Context: an optimization exercise on an open-source flow, tuned for small area and a short achievable clock period. The choices shown serve that exercise and are no tape-out recipe.
No functional check of the RTL was part of any run shown here.
No activity file was given, so power comes from the tool's default toggle rates.

$ cat constraint.sdc
create_clock -name core_clock -period 5.5 [get_ports {clk}]
set_input_delay 1.1000 -clock core_clock [delete_from_list [all_inputs] [get_ports {clk}]]
set_output_delay 1.1000 -clock core_clock [all_outputs]
set_load 0.01 [all_outputs]
$ cat config.mk
export PLATFORM = sky130hd
export DESIGN_NAME = byte_fifo
export DESIGN_NICKNAME = byte_fifo
export VERILOG_FILES = /design/flow/design.v
export SDC_FILE = /design/flow/constraint.sdc
export NUM_CORES = 4
export LEC_CHECK = 0
export CAP_MARGIN = 20
export CORE_MARGIN = 2
export CORE_UTILIZATION = 30
export SETUP_SLACK_MARGIN = 2
export SLEW_MARGIN = 20
$ cat flow/run.sh
#!/bin/bash
# Standard layout, with plain buf_1 cells as the port buffers.
set -euo pipefail
bash standard.sh "BUFFER_PORTS_ARGS=-buffer_cell sky130_fd_sc_hd__buf_1" finish > standard.log 2>&1
$ cat design.v
module byte_fifo
  (
   input              clk,
   input              rst_n,
   input              sync_rst,
   input              input_data_valid,
   input  [4:0]       num_bytes_taken_from_fifo,
   input  [127:0]     input_data,
   input  [4:0]       num_bytes_in,
   output             data_valid,
   output reg [5:0]   num_bytes,
   output [127:0]     data
   );
   reg [3:0]   rp;       
   reg [3:0]   wp;       
   reg [3:0]   rp_lo;    
   reg [3:0]   rp_hi;    
   reg [3:0]   wp_lo;    
   reg [3:0]   wp_hi;    
   reg [127:0] mem_a;    
   reg [127:0] mem_b;    
   wire [4:0] t   = num_bytes_taken_from_fifo;
   wire [4:0] nin = input_data_valid ? num_bytes_in : 5'd0;
   wire [6:0] left = {1'b0, num_bytes} - {2'b00, t};
   assign data_valid = (t != 5'd0) && !left[6];
   wire [5:0] cnt_keep = num_bytes + {1'b0, nin};
   wire [5:0] cnt_take = num_bytes + {1'b0, nin} - {1'b0, t};
   wire [4:0] rp_take  = {1'b0, rp} + t;
   wire [3:0] rp_nxt = sync_rst ? 4'd0 : data_valid ? rp_take[3:0] : rp;
   wire [3:0] wp_nxt = sync_rst ? 4'd0 : wp + nin[3:0];
   function [3:0] onehot2;
      input [1:0] v;
      onehot2 = 4'b0001 << v;
   endfunction
   always @(posedge clk or negedge rst_n)
     if (~rst_n) begin
        num_bytes <= 6'd0;
        rp        <= 4'd0;
        wp        <= 4'd0;
        rp_lo     <= 4'b0000;    
        rp_hi     <= 4'b0000;
        wp_lo     <= 4'b0001;
        wp_hi     <= 4'b0001;
     end else begin
        num_bytes <= sync_rst ? 6'd0 : data_valid ? cnt_take : cnt_keep;
        rp        <= rp_nxt;
        wp        <= wp_nxt;
        rp_lo     <= onehot2(rp_nxt[1:0]);
        rp_hi     <= onehot2(rp_nxt[3:2]);
        wp_lo     <= onehot2(wp_nxt[1:0]);
        wp_hi     <= onehot2(wp_nxt[3:2]);
     end
   wire [15:0] lt_t, lt_nin;
   genvar g, l, i;
   generate
      for (l = 0; l < 16; l = l + 1) begin : g_therm
         assign lt_t[l]   = (t > l);
         assign lt_nin[l] = (nin > l);
      end
   endgenerate
   wire [15:0] rd_q, rd_int;
   generate
      for (l = 0; l < 16; l = l + 1) begin : g_rdrot
         wire [3:0] s1, s2;
         for (i = 0; i < 4; i = i + 1) begin : g_way
            assign s1[i] = lt_t[(l - i + 16) % 16] & rp_lo[i];
            assign s2[i] = rd_q[(l - 4*i + 16) % 16] & rp_hi[i];
         end
         assign rd_q[l]   = |s1;
         assign rd_int[l] = |s2;
      end
   endgenerate
   wire [15:0] wr_q, wr_int;
   generate
      for (l = 0; l < 16; l = l + 1) begin : g_wrlane
         wire [3:0] s1, s2;
         for (i = 0; i < 4; i = i + 1) begin : g_way
            assign s1[i] = lt_nin[(l - i + 16) % 16] & wp_lo[i];
            assign s2[i] = wr_q[(l - 4*i + 16) % 16] & wp_hi[i];
         end
         assign wr_q[l]   = |s1;
         assign wr_int[l] = |s2;
      end
   endgenerate
   reg [15:0] lane_ne, lane_fu;
   wire [15:0] rd = {16{data_valid}} & rd_int;
   always @(posedge clk or negedge rst_n)
     if (~rst_n) begin
        lane_ne <= 16'd0;
        lane_fu <= 16'd0;
     end else if (sync_rst) begin
        lane_ne <= 16'd0;
        lane_fu <= 16'd0;
     end else begin
        lane_ne <= lane_fu | (lane_ne & ~rd) | wr_int;
        lane_fu <= (lane_fu & (~rd | wr_int)) | (lane_ne & ~lane_fu & ~rd & wr_int);
     end
   wire [127:0] wr1, wr2;
   generate
      for (l = 0; l < 16; l = l + 1) begin : g_wrot
         wire [7:0] s1 [0:3];
         wire [7:0] s2 [0:3];
         for (i = 0; i < 4; i = i + 1) begin : g_way
            assign s1[i] = input_data[8*((l - i + 16) % 16) +: 8] & {8{wp_lo[i]}};
            assign s2[i] = wr1[8*((l - 4*i + 16) % 16) +: 8] & {8{wp_hi[i]}};
         end
         assign wr1[8*l +: 8] = s1[0] | s1[1] | s1[2] | s1[3];
         assign wr2[8*l +: 8] = s2[0] | s2[1] | s2[2] | s2[3];
      end
   endgenerate
   generate
      for (l = 0; l < 16; l = l + 1) begin : g_lane
         wire       full  = lane_fu[l];
         wire       load  = rd[l] | ~lane_ne[l];
         wire [7:0] din   = wr2[8*l +: 8];
         always @(posedge clk) begin
            mem_a[8*l +: 8] <= (din & {8{load & ~full}})
                             | (mem_b[8*l +: 8] & {8{load & full}})
                             | (mem_a[8*l +: 8] & {8{~load}});
            if (load | ~full) mem_b[8*l +: 8] <= din;
         end
      end
   endgenerate
   wire [127:0] rd1, rd2;
   generate
      for (l = 0; l < 16; l = l + 1) begin : g_rrot
         wire [7:0] s1 [0:3];
         wire [7:0] s2 [0:3];
         for (i = 0; i < 4; i = i + 1) begin : g_way
            assign s1[i] = mem_a[8*((l + i) % 16) +: 8] & {8{rp_lo[i]}};
            assign s2[i] = rd1[8*((l + 4*i) % 16) +: 8] & {8{rp_hi[i]}};
         end
         assign rd1[8*l +: 8] = s1[0] | s1[1] | s1[2] | s1[3];
         assign rd2[8*l +: 8] = s2[0] | s2[1] | s2[2] | s2[3];
      end
   endgenerate
   assign data = rd2;
endmodule
$ cat standard.sh
#!/bin/bash
# synth_recipe.tcl (not shown) runs the flow's synth.tcl, then flattens the netlist and writes it again
# the make line also repeats each setting of config.mk as NAME=value (left out here)
make -C /OpenROAD-flow-scripts/flow DESIGN_CONFIG=/design/flow/config.mk WORK_HOME=/design/flow/orfs CLKGATE_MAP_FILE= SYNTH_SCRIPT=/design/flow/synth_recipe.tcl "${@:-finish}"
==> run notes, run 1 <==
- Critical path's most frequent cell: sky130_fd_sc_hd__a22oi_1
- Total via count in the routed design: 27200
- DR pass1 iterations: 12
- Final worst path period share: 0.631
- Transition at the pin with the smallest max-transition slack: 0.971 ns
- Average footprint of a synthesized cell: 8.46 um^2
- Max incr delay on CP: 0.58 ns
- Largest net degree at the start of global routing: 150
- Sinks on Clock Net: 318
- CTS clk-pin slew, worst paths: 0.06 ns
- Leading post-synthesis cells by cell area: sky130_fd_sc_hd__a22oi_1 30%, sky130_fd_sc_hd__edfxtp_1 15%, sky130_fd_sc_hd__mux2_2 11%
- Area growth from synthesis to final layout: 14.6%
- First-iteration detailed-routing DRC count: 4862
- Relative slew slack: 0.353
- Number of failing hold endpoints at the final stage: 0
- Number of cell rows: 106
- Clock tree from TritonCTS: yes
- Max Root-Sink Buffers: 3
- Synth area leader: sky130_fd_sc_hd__a22oi_1
- Cell area power density: 626 mW/mm^2
- Synth cell count leaders: 1034 x sky130_fd_sc_hd__a22oi_1, 593 x sky130_fd_sc_hd__nand2_1, 242 x sky130_fd_sc_hd__clkbuf_1, 241 x sky130_fd_sc_hd__mux2_2
- Number of setup violations in the final report: 0
- Routability cong.: 0.935
- Sequential fraction of the synthesis area: 0.313
- Port bufs: 276
- Root Buffer Master: sky130_fd_sc_hd__clkbuf_16
- Critical Path Start Type: flop
- Worst endpoint data arrival time: 2.37 ns
- Wire length of the first global-routing pass: 160000 um
- Kind of cell adding the most delay to the critical path: flip-flops
- Syn. warnings: 1
- Post-route clock skew: 0.0275 ns
- Largest fanout of any net on the critical path: 38
- Worst Setup Slack, final: 2.03 ns
- Required time at the endpoint of the critical path: 4.40 ns
- H-tree depth: 1
- Accumulated negative setup slack: 0 ns
- Count leader, synth: sky130_fd_sc_hd__a22oi_1
- Overflow left after global routing: 0
- Category of the critical setup timing path: flop to output pin
- Source-to-sink clock delay at the later pin of the worst-skew pair: 0.61 ns
- Fmax: 288 MHz
- Effective utilization at floorplan: 0.304
- Total clock buffers created by CTS: 30
- Synth Flop Type: sky130_fd_sc_hd__edfxtp_1
- Setup repair after global routing missed its margin: yes
- Ordered cell list for the critical path: buf_16 -> a22oi_1 -> nand2_2 -> a22oi_1 -> nand2_1 -> buf_1
- Critical Path Slowest Stage Cell: sky130_fd_sc_hd__dfrtp_4
- Routed vias/inst: 6.42
- Power after layout: 18.3 mW
- Sequential cell area: 0.00802 mm^2
- Final Slew Violations: 0
- Cells after synthesis: 3010
- Area of the multi-input gates: 0.0166 mm^2
- Worst hold slack: 0.527 ns
- Number of global-route vias before repair: 23300
- Number of flops mapped to enable cells by yosys: 128
- Detail Route Antenna Nets: 0
- Routed length per placed instance: 26.6 um
- Share of synthesized flip-flops with an asynchronous set or reset: 0.195
- Peak ir drop on the vdd network: 354 uV
- Chip Width: 295 um
- Max_cap viols: 0
- Top-Level Pins: 277
- Hold Path Class: flop to flop
- Total wirelength of the detailed-routed design: 113000 um
- Post-DP HPWL: 81300 um
- Initial antenna violation count: 6
- Share of Yosys cell area claimed by the top area cell type: 0.305
- Die height: 295 um
- Dpl ws: 1.03 ns
- Result of the run: no timing/DRC/antenna violations
- Synthesis-stage register bit count: 318
- Number of buffers added to fix hold violations after cts: 0
- Type of destination of the critical path: output pin
- Number of remaining DRC errors: 0
- Min Tclk post-route: 3.47 ns
- Overall Global Routing Usage: 0.241
- Leakage power figure: 11.1 nW
- Mapped cell area: 0.0255 mm^2
- Number of nets at the end of the flow: 3240
- Number of filler instances in the final layout: 8792
- Syn nets: 3171
- Die Footprint: 0.0872 mm^2
- Distinct cell type count after synthesis: 77
- WP buf/inv: 2
- Placeable core area: 0.0838 mm^2
- Final Core Density: 0.348
- Layout cell share with drive strength beyond 1: 0.171
-- final timing paths --
path / cells after the start / from / endpoint / slack [ns]
setup / recovery: 6 / rp_lo[2]$_DFF_PN0_ / data[122] / 2.03
hold / removal: 2 / lane_ne[12]$_DFF_PN0_ / lane_fu[12]$_DFF_PN0_ / 0.53
setup reg to reg: 8 / rp_lo[0]$_DFF_PN0_ / mem_a[49]$_DFF_P_ / 2.27
hold reg to reg: 2 / lane_ne[12]$_DFF_PN0_ / lane_fu[12]$_DFF_PN0_ / 0.53
max in group asynchronous: 2 / rst_n / rp_hi[1]$_DFF_PN0_ / 4.12
min in group asynchronous: 2 / rst_n / wp_lo[1]$_DFF_PN0_ / 0.69
-- area by class of cell --
| class | instances | share of cell area |
|---|---|---|
| inverters | 32 | 0.00425 |
| diodes | 2 | 0.000172 |
| clock inverters | 19 | 0.00738 |
| well taps | 1134 | 0.0486 |
| repair buffers | 341 | 0.0672 |
| multi-input cells | 2356 | 0.569 |
| flip-flops and latches | 318 | 0.275 |
| clock buffers | 37 | 0.0280 |
-- cells by family (layout without fill, tap and decap cells) --
| logic type | Yosys count | after routing | share of synthesized area |
|---|---|---|---|
| compound gates | 1313 | 1313 | 0.382 |
| simple gates | 744 | 744 | 0.120 |
| buf+inv | 336 | 429 | 0.0510 |
| flops | 318 | 318 | 0.313 |
| mux | 259 | 259 | 0.117 |
| fa+ha+maj | 23 | 23 | 0.0115 |
| xor+xnor | 17 | 17 | 0.00585 |
| other cells | 0 | 2 | 0 |
-- cells in the final DEF, fill, tap and decap left out, drive strengths merged, types with 5 or more instances in the layout --
cell type / Yosys / routed
a211oi: 15 / 15
o31a: 7 / 7
and2: 16 / 16
a221o: 7 / 7
o21ai: 55 / 55
nand2: 600 / 600
a211o: 8 / 8
xnor2: 12 / 12
nor4: 10 / 10
a21o: 11 / 11
ha: 17 / 17
a31oi: 12 / 12
o22ai: 13 / 13
nor3: 16 / 16
inv: 28 / 27
nor2: 39 / 39
mux2: 257 / 257
o211ai: 14 / 14
a222oi: 7 / 7
xor2: 5 / 5
nor2b: 10 / 10
a22oi: 1034 / 1034
edfxtp: 128 / 128
dfxtp: 128 / 128
dfrtp: 60 / 60
clkbuf: 242 / 47
o221ai: 8 / 8
nand3: 34 / 34
o31ai: 14 / 14
a21oi: 52 / 52
buf: 62 / 331
nand4: 5 / 5
clkinv: 4 / 19
a31o: 6 / 6
a22o: 11 / 11
a32o: 5 / 5
-- flip-flops by register name (all words and copies together) (netlist names), 6 cells and up --
name and cells:
mem_b 128, lane_fu 16, num_bytes 6, mem_a 128
lane_ne 16
-- worst min-delay path, cell delays in order, from the launching register on --
cell	delay [ns]
sky130_fd_sc_hd__dfrtp_1	0.34
sky130_fd_sc_hd__nand4_1	0.09
sky130_fd_sc_hd__nand2_1	0.07
-- repair_timing --
item                       in CTS  in global routing
gates cloned                    2                  7
hold endpoints to repair        0                  0
setup endpoints to repair     244                167
resized for setup              32                127
setup buffers                  12                 10
pin swaps                       2                  7
-- layer usage --
metal  wire length (um)  up-vias  global-route usage
met2              48000     1781               0.353
met5                 27        -                   0
met4               2650        4              0.0464
met1              49800    13300               0.378
met3              12100      151              0.0253
li1                   -    12000                   -
-- through the flow --
step	area [um^2]	std cells
floorplan	25600	3010
global placement	27200	4150
detailed placement	27200	4150
CTS	28500	4220
global route	29200	4238
finish	29200	4239
-- where the power goes --
part	internal, mW	switching (mW)	total, mW
sequential	3.54	1.63	5.18
clock	1.24	0.950	2.19
combinational	3.89	7.00	10.9
total	8.67	9.58	18.3
==> run 2: changes to the inputs <==
==> design.v (replaced) <==
module byte_fifo
  (
   input              clk,
   input              rst_n,
   input              sync_rst,
   input              input_data_valid,
   input  [4:0]       num_bytes_taken_from_fifo,
   input  [127:0]     input_data,
   input  [4:0]       num_bytes_in,
   output             data_valid,
   output reg [5:0]   num_bytes,
   output [127:0]     data
   );
   reg [3:0]   rp;       
   reg [3:0]   wp;       
   reg [3:0]   rp_lo;    
   reg [3:0]   rp_hi;    
   reg [3:0]   wp_lo;    
   reg [3:0]   wp_hi;    
   reg [127:0] mem_a;    
   reg [127:0] mem_b;    
   wire [4:0] t   = num_bytes_taken_from_fifo;
   wire [4:0] nin = input_data_valid ? num_bytes_in : 5'd0;
   wire [6:0] left = {1'b0, num_bytes} - {2'b00, t};
   assign data_valid = (t != 5'd0) && !left[6];
   wire [5:0] cnt_keep = num_bytes + {1'b0, nin};
   wire [5:0] cnt_take = num_bytes + {1'b0, nin} - {1'b0, t};
   wire [4:0] rp_take  = {1'b0, rp} + t;    
   wire [3:0] rp_nxt = sync_rst ? 4'd0 : data_valid ? rp_take[3:0] : rp;
   wire [3:0] wp_nxt = sync_rst ? 4'd0 : wp + nin[3:0];
   function [3:0] onecold2;
      input [1:0] v;
      onecold2 = ~(4'b0001 << v);
   endfunction
   always @(posedge clk or negedge rst_n)
     if (~rst_n) begin
        num_bytes <= 6'd0;
        rp        <= 4'd0;
        wp        <= 4'd0;
        rp_lo     <= 4'b1110;
        rp_hi     <= 4'b1110;
        wp_lo     <= 4'b1110;
        wp_hi     <= 4'b1110;
     end else begin
        num_bytes <= sync_rst ? 6'd0 : data_valid ? cnt_take : cnt_keep;
        rp        <= rp_nxt;
        wp        <= wp_nxt;
        rp_lo     <= onecold2(rp_nxt[1:0]);
        rp_hi     <= onecold2(rp_nxt[3:2]);
        wp_lo     <= onecold2(wp_nxt[1:0]);
        wp_hi     <= onecold2(wp_nxt[3:2]);
     end
   wire [15:0] ge_rp, lt_wp, lt_re;
   genvar g, l, i;
   generate
      for (l = 0; l < 16; l = l + 1) begin : g_therm
         assign ge_rp[l] = (rp <= l);
         assign lt_wp[l] = (wp > l);
         assign lt_re[l] = (rp_take[3:0] > l);
      end
   endgenerate
   wire        wrap_w = (wp < rp);
   wire [15:0] extra  = wrap_w ? (ge_rp | lt_wp) : (ge_rp & lt_wp);
   wire [15:0] rd_int = rp_take[4] ? (ge_rp | lt_re) : (ge_rp & lt_re);
   wire [127:0] wr1, wr2;
   generate
      for (l = 0; l < 16; l = l + 1) begin : g_wrot
         wire [7:0] s1 [0:3];
         wire [7:0] s2 [0:3];
         for (i = 0; i < 4; i = i + 1) begin : g_way
            assign s1[i] = input_data[8*((l - i + 16) % 16) +: 8] | {8{wp_lo[i]}};
            assign s2[i] = wr1[8*((l - 4*i + 16) % 16) +: 8] | {8{wp_hi[i]}};
         end
         assign wr1[8*l +: 8] = s1[0] & s1[1] & s1[2] & s1[3];
         assign wr2[8*l +: 8] = s2[0] & s2[1] & s2[2] & s2[3];
      end
   endgenerate
   wire ge16 = num_bytes[5] | num_bytes[4];
   generate
      for (l = 0; l < 16; l = l + 1) begin : g_lane
         wire       empty = ~ge16 & ~extra[l];
         wire       full  = num_bytes[5] | (num_bytes[4] & extra[l]);
         wire       load  = data_valid & rd_int[l] | empty;
         wire [7:0] din   = wr2[8*l +: 8];
         always @(posedge clk) begin
            mem_a[8*l +: 8] <= (din & {8{load & ~full}})
                             | (mem_b[8*l +: 8] & {8{load & full}})
                             | (mem_a[8*l +: 8] & {8{~load}});
            if (load | ~full) mem_b[8*l +: 8] <= din;
         end
      end
   endgenerate
   wire [127:0] rd1, rd2;
   generate
      for (l = 0; l < 16; l = l + 1) begin : g_rrot
         wire [7:0] s1 [0:3];
         wire [7:0] s2 [0:3];
         for (i = 0; i < 4; i = i + 1) begin : g_way
            assign s1[i] = mem_a[8*((l + i) % 16) +: 8] | {8{rp_lo[i]}};
            assign s2[i] = rd1[8*((l + 4*i) % 16) +: 8] | {8{rp_hi[i]}};
         end
         assign rd1[8*l +: 8] = s1[0] & s1[1] & s1[2] & s1[3];
         assign rd2[8*l +: 8] = s2[0] & s2[1] & s2[2] & s2[3];
      end
   endgenerate
   assign data = rd2;
endmodule
==> run.sh (new file) <==
#!/bin/bash
# synth_recipe.tcl (not shown) runs the flow's synth.tcl, then flattens the netlist and writes it again
# the make line also repeats each setting of config.mk as NAME=value (left out here)
make -C /OpenROAD-flow-scripts/flow DESIGN_CONFIG=/design/flow/config.mk WORK_HOME=/design/flow/orfs CLKGATE_MAP_FILE= SYNTH_SCRIPT=/design/flow/synth_recipe.tcl finish
removed: flow/run.sh
removed: standard.sh
==> run 2 against run 1 <==
Effect of this change:
- maximum frequency is 13% lower
- core utilization up 11 points
- synthesized area is 16% lower
- still clean
- largest power group unchanged
- highest routed layer unchanged
- cell area up 12%
- register-to-register slack worse by 0.22 ns
==> run notes, run 2 <==
- Wire length of the first global-routing pass: 148000 um
- Total via count in the routed design: 29300
- Highest-count cells in the layout ignoring fill and taps: 763 x sky130_fd_sc_hd__o22ai_1, 358 x sky130_fd_sc_hd__nor2_1, 212 x sky130_fd_sc_hd__buf_4
- Kind of cell adding the most delay to the critical path: buffers and inverters
- Largest fanout of any net on the critical path: 5
- Worst Setup Slack, final: 1.51 ns
- Number of remaining DRC errors: 0
- Origin of the worst setup path: rp_lo[1]$_DFF_PN1_
- Mapped cell area: 0.0215 mm^2
- Distinct cell type count after synthesis: 81
- Worst Hold End: mem_a[23]$_DFF_P_
- Synthesis-stage register bit count: 286
- Peak ir drop on the vdd network: 469 uV
- CTS clk-pin slew, worst paths: 0.07 ns
- Syn. warnings: 1
- Worst hold slack: 0.448 ns
- H-tree depth: 1
- Final Slew Violations: 0
- Sequential fraction of the synthesis area: 0.334
- Placeable core area: 0.0712 mm^2
- R2r worst-path depth: 12
- Worst reg2reg setup slack: 2.05 ns
- Combinational power share: 0.720
- Share of synthesized flip-flops with an asynchronous set or reset: 0.105
- Syn nets: 2963
- Reg2Reg Capture Point: mem_a[124]$_DFF_P_
- Share of Yosys cell area claimed by the top area cell type: 0.275
- Die height: 272 um
- Synth area leader: sky130_fd_sc_hd__o22ai_1
- Result of the run: no timing/DRC/antenna violations
- Min Tclk post-route: 3.99 ns
- Cells after synthesis: 2793
- Number of setup violations in the final report: 0
- Category of the critical setup timing path: flop to output pin
- Commonest non-fill, non-tap cell in the layout: sky130_fd_sc_hd__o22ai_1
- Layout cell share with drive strength beyond 1: 0.323
- Initial antenna violation count: 2
- Number of flops mapped to enable cells by yosys: 128
- Regs by FF count: mem_a (128), mem_b (128), num_bytes (6)
- Synth cell count leaders: 946 x sky130_fd_sc_hd__o22ai_1, 526 x sky130_fd_sc_hd__nor2_1, 211 x sky130_fd_sc_hd__clkbuf_1, 128 x sky130_fd_sc_hd__dfxtp_1, 128 x sky130_fd_sc_hd__edfxtp_1
- Number of failing hold endpoints at the final stage: 0
- Max_cap viols: 0
- Number of cell rows: 98
- Leading post-synthesis cells by cell area: sky130_fd_sc_hd__o22ai_1 28%, sky130_fd_sc_hd__edfxtp_1 18%, sky130_fd_sc_hd__dfxtp_1 12%
- DR pass1 iterations: 12
- Area growth from synthesis to final layout: 51.8%
- Post-DP HPWL: 70900 um
- Overall Global Routing Usage: 0.257
- Ordered cell list for the critical path: buf_12 -> buf_12 -> buf_4 -> clkbuf_16 -> o22ai_1 -> nor2_2 -> buf_4 -> o22ai_1 -> nor2_1 -> buf_2
- Critical Path Start Type: flop
- Fraction of power spent switching nets: 0.513
- Post-route clock skew: 0.00921 ns
- Required time at the endpoint of the critical path: 4.40 ns
- Effective utilization at floorplan: 0.302
- Critical Path Slowest Stage Cell: sky130_fd_sc_hd__dfstp_4
- First-iteration detailed-routing DRC count: 5761
- Startpoint of the worst-slack reg-to-reg timing path: rp[0]$_DFF_PN0_
- Hold Path Class: flop to flop
- Routability cong.: 0.922
- Transition at the pin with the smallest max-transition slack: 0.984 ns
- Clock tree from TritonCTS: yes
- Cell area power density: 842 mW/mm^2
- WP buf/inv: 6
- Cell internal power dissipation: 13.4 mW
- Setup repair after global routing missed its margin: yes
- Sequential Power Share: 0.213
- Total wirelength of the detailed-routed design: 121000 um
- Top-Level Pins: 277
- Dpl ws: 0.937 ns
- Overflow left after global routing: 0
- Max incr delay on CP: 0.65 ns
- Type of destination of the critical path: output pin
- Average footprint of a synthesized cell: 7.70 um^2
- Clock network fraction of design power: 0.066
- Final worst path period share: 0.726
- Fmax: 250 MHz
- Source-to-sink clock delay at the later pin of the worst-skew pair: 0.56 ns
- Number of filler instances in the final layout: 6419
- Number of global-route vias before repair: 22800
- Count leader, synth: sky130_fd_sc_hd__o22ai_1
- Launch instance of the worst min-delay path: mem_b[23]$_DFFE_PP_
- Port bufs: 276
- Chip Width: 272 um
- Routed length per placed instance: 28.5 um
- Number of nets at the end of the flow: 3439
- Number of buffers added to fix hold violations after cts: 0
- Max Root-Sink Buffers: 3
- Total clock buffers created by CTS: 27
- Root Buffer Master: sky130_fd_sc_hd__clkbuf_16
- Sinks on Clock Net: 286
- Switching component of the power: 14.1 mW
- Largest net degree at the start of global routing: 106
- Detail Route Antenna Nets: 0
- Relative slew slack: 0.342
- Accumulated negative setup slack: 0 ns
- Synth Flop Type: sky130_fd_sc_hd__edfxtp_1
- Routed vias/inst: 6.91
- Leakage power figure: 12.1 nW
- Die Footprint: 0.0738 mm^2
- Worst endpoint data arrival time: 2.89 ns
- Number of cells on the worst hold path: 2
==> run 2: cell count changes in the layout (fill, tap and decap cells not counted), sizes merged, moves of 199 or more <==
cell and change:
a22oi -1010, buf +199, mux2 -257, nand2 -491, nor2 +490, o22ai +933
==> run 2: worst reg2reg max path, stage by stage (launching register included) <==
cell and delay (ns):
sky130_fd_sc_hd__dfrtp_1 0.56, sky130_fd_sc_hd__ha_2 0.27, sky130_fd_sc_hd__inv_1 0.06, sky130_fd_sc_hd__fa_2 0.49, sky130_fd_sc_hd__nand2b_4 0.19, sky130_fd_sc_hd__a21oi_4 0.25, sky130_fd_sc_hd__buf_12 0.15, sky130_fd_sc_hd__xnor2_4 0.12
sky130_fd_sc_hd__buf_12 0.15, sky130_fd_sc_hd__nand2_1 0.11, sky130_fd_sc_hd__nor2_1 0.71, sky130_fd_sc_hd__a22oi_1 0.17, sky130_fd_sc_hd__o21ai_0 0.14
==> run 2: how the worst max path moves through the flow <==
stage / endpoint / slack [ns] / depth (start not counted)
4_1_cts: data[14] / 1.65 / 7
3_5_place_dp: mem_a[107]$_DFF_P_ / 0.94 / 11
5_1_grt: data[101] / 1.54 / 10
2_1_floorplan: mem_a[88]$_DFF_P_ / 2.00 / 11
3_3_place_gp: mem_a[110]$_DFF_P_ / 0.97 / 11
6_report: data[62] / 1.51 / 10
==> run 2: final cells by class <==
class	instances	area, um^2	area share
sequential	286	7240	0.222
multi-input combinational	2140	15700	0.481
clock inverter	17	126	0.00387
antenna	3	7.51	0.000230
timing repair buffer	707	7240	0.222
inverter	107	405	0.0124
clock buffer	32	724	0.0222
tap	950	1190	0.0364
==> run 2: stage by stage <==
step	util	total power, mW	std cells	area, um^2
floorplan	-	12.8	2793	21600
global placement	0.348	18.2	3789	24800
detailed placement	0.348	18.4	3789	24800
CTS	0.395	21.9	4036	28100
global route	0.458	28.2	4239	32600
finish	0.458	27.5	4242	32600
==> run 2: power by group through the flow <==
stage                     registers (mW)  clock network, mW  logic (mW)
after floorplan                     4.22                  0        8.58
after global routing                5.85               1.92        20.5
after detailed placement            5.54                  0        12.8
after CTS                           5.19               1.83        14.8
after global placement              5.52                  0        12.7
final                               5.86               1.83        19.8
==> run 2: routing by layer <==
metal / up-vias / global-route usage / share of wire
met5: - / 0 / 0.00011
met4: 2 / 0.0551 / 0.066
met3: 824 / 0.0502 / 0.15
met2: 2813 / 0.368 / 0.39
met1: 13600 / 0.394 / 0.39
li1: 12000 / - / -
==> run 2: cells by family (layout without fill, tap and decap cells) <==
group	count (synthesis)	after routing	synth area share
multiplexers	1	1	0.000466
buffers and inverters	367	863	0.0661
AO/OA/AOI/OAI	1329	1329	0.421
AND/OR/NAND/NOR	747	747	0.144
other	0	3	0
adder cells (fa/ha/maj)	49	49	0.0278
XOR/XNOR	14	14	0.00704
flip-flops	286	286	0.334
==> run 2: repair_timing <==
action	CTS	global route
gates resized for setup	456	806
setup endpoints to repair	386	368
cloned	15	19
buffers inserted	183	184
pin swaps	127	255
endpoints found under the hold margin	0	0

## port drivers added, routing unchanged
In the flow no input, the clock included, has a driving cell. The finished layouts below were timed again as built, in two steps. Step 1 sets driving cells, clkbuf_16 on the clock port and buf_2 on the other inputs (assumed; they add their load-dependent delay and slew). Step 2, shift: input delay + t, output delay - t, t = (earliest + latest rising clock arrival at the registers) / 2. This alone moves slack from input paths to output paths. Three values: ideal ports, drivers, drivers and shift; two values: the first two.
| run | shift t [ns] | slack for setup (ns) | hold WS [ns] | cell pins on the clock port's net |
|---|---|---|---|---|
| run 1 | 0.649 | 2.029 / 1.972 / 1.467 | 0.527 / 0.527 / 0.527 | 1 |
| run 2 | 0.615 | 1.508 / 1.449 / 1.418 | 0.448 / 0.448 / 0.448 | 1 |
After both steps every run listed still meets setup and hold. The setup slack of run 1, which loses most, moves by -0.057 ns with the drivers and by -0.562 ns with both steps.
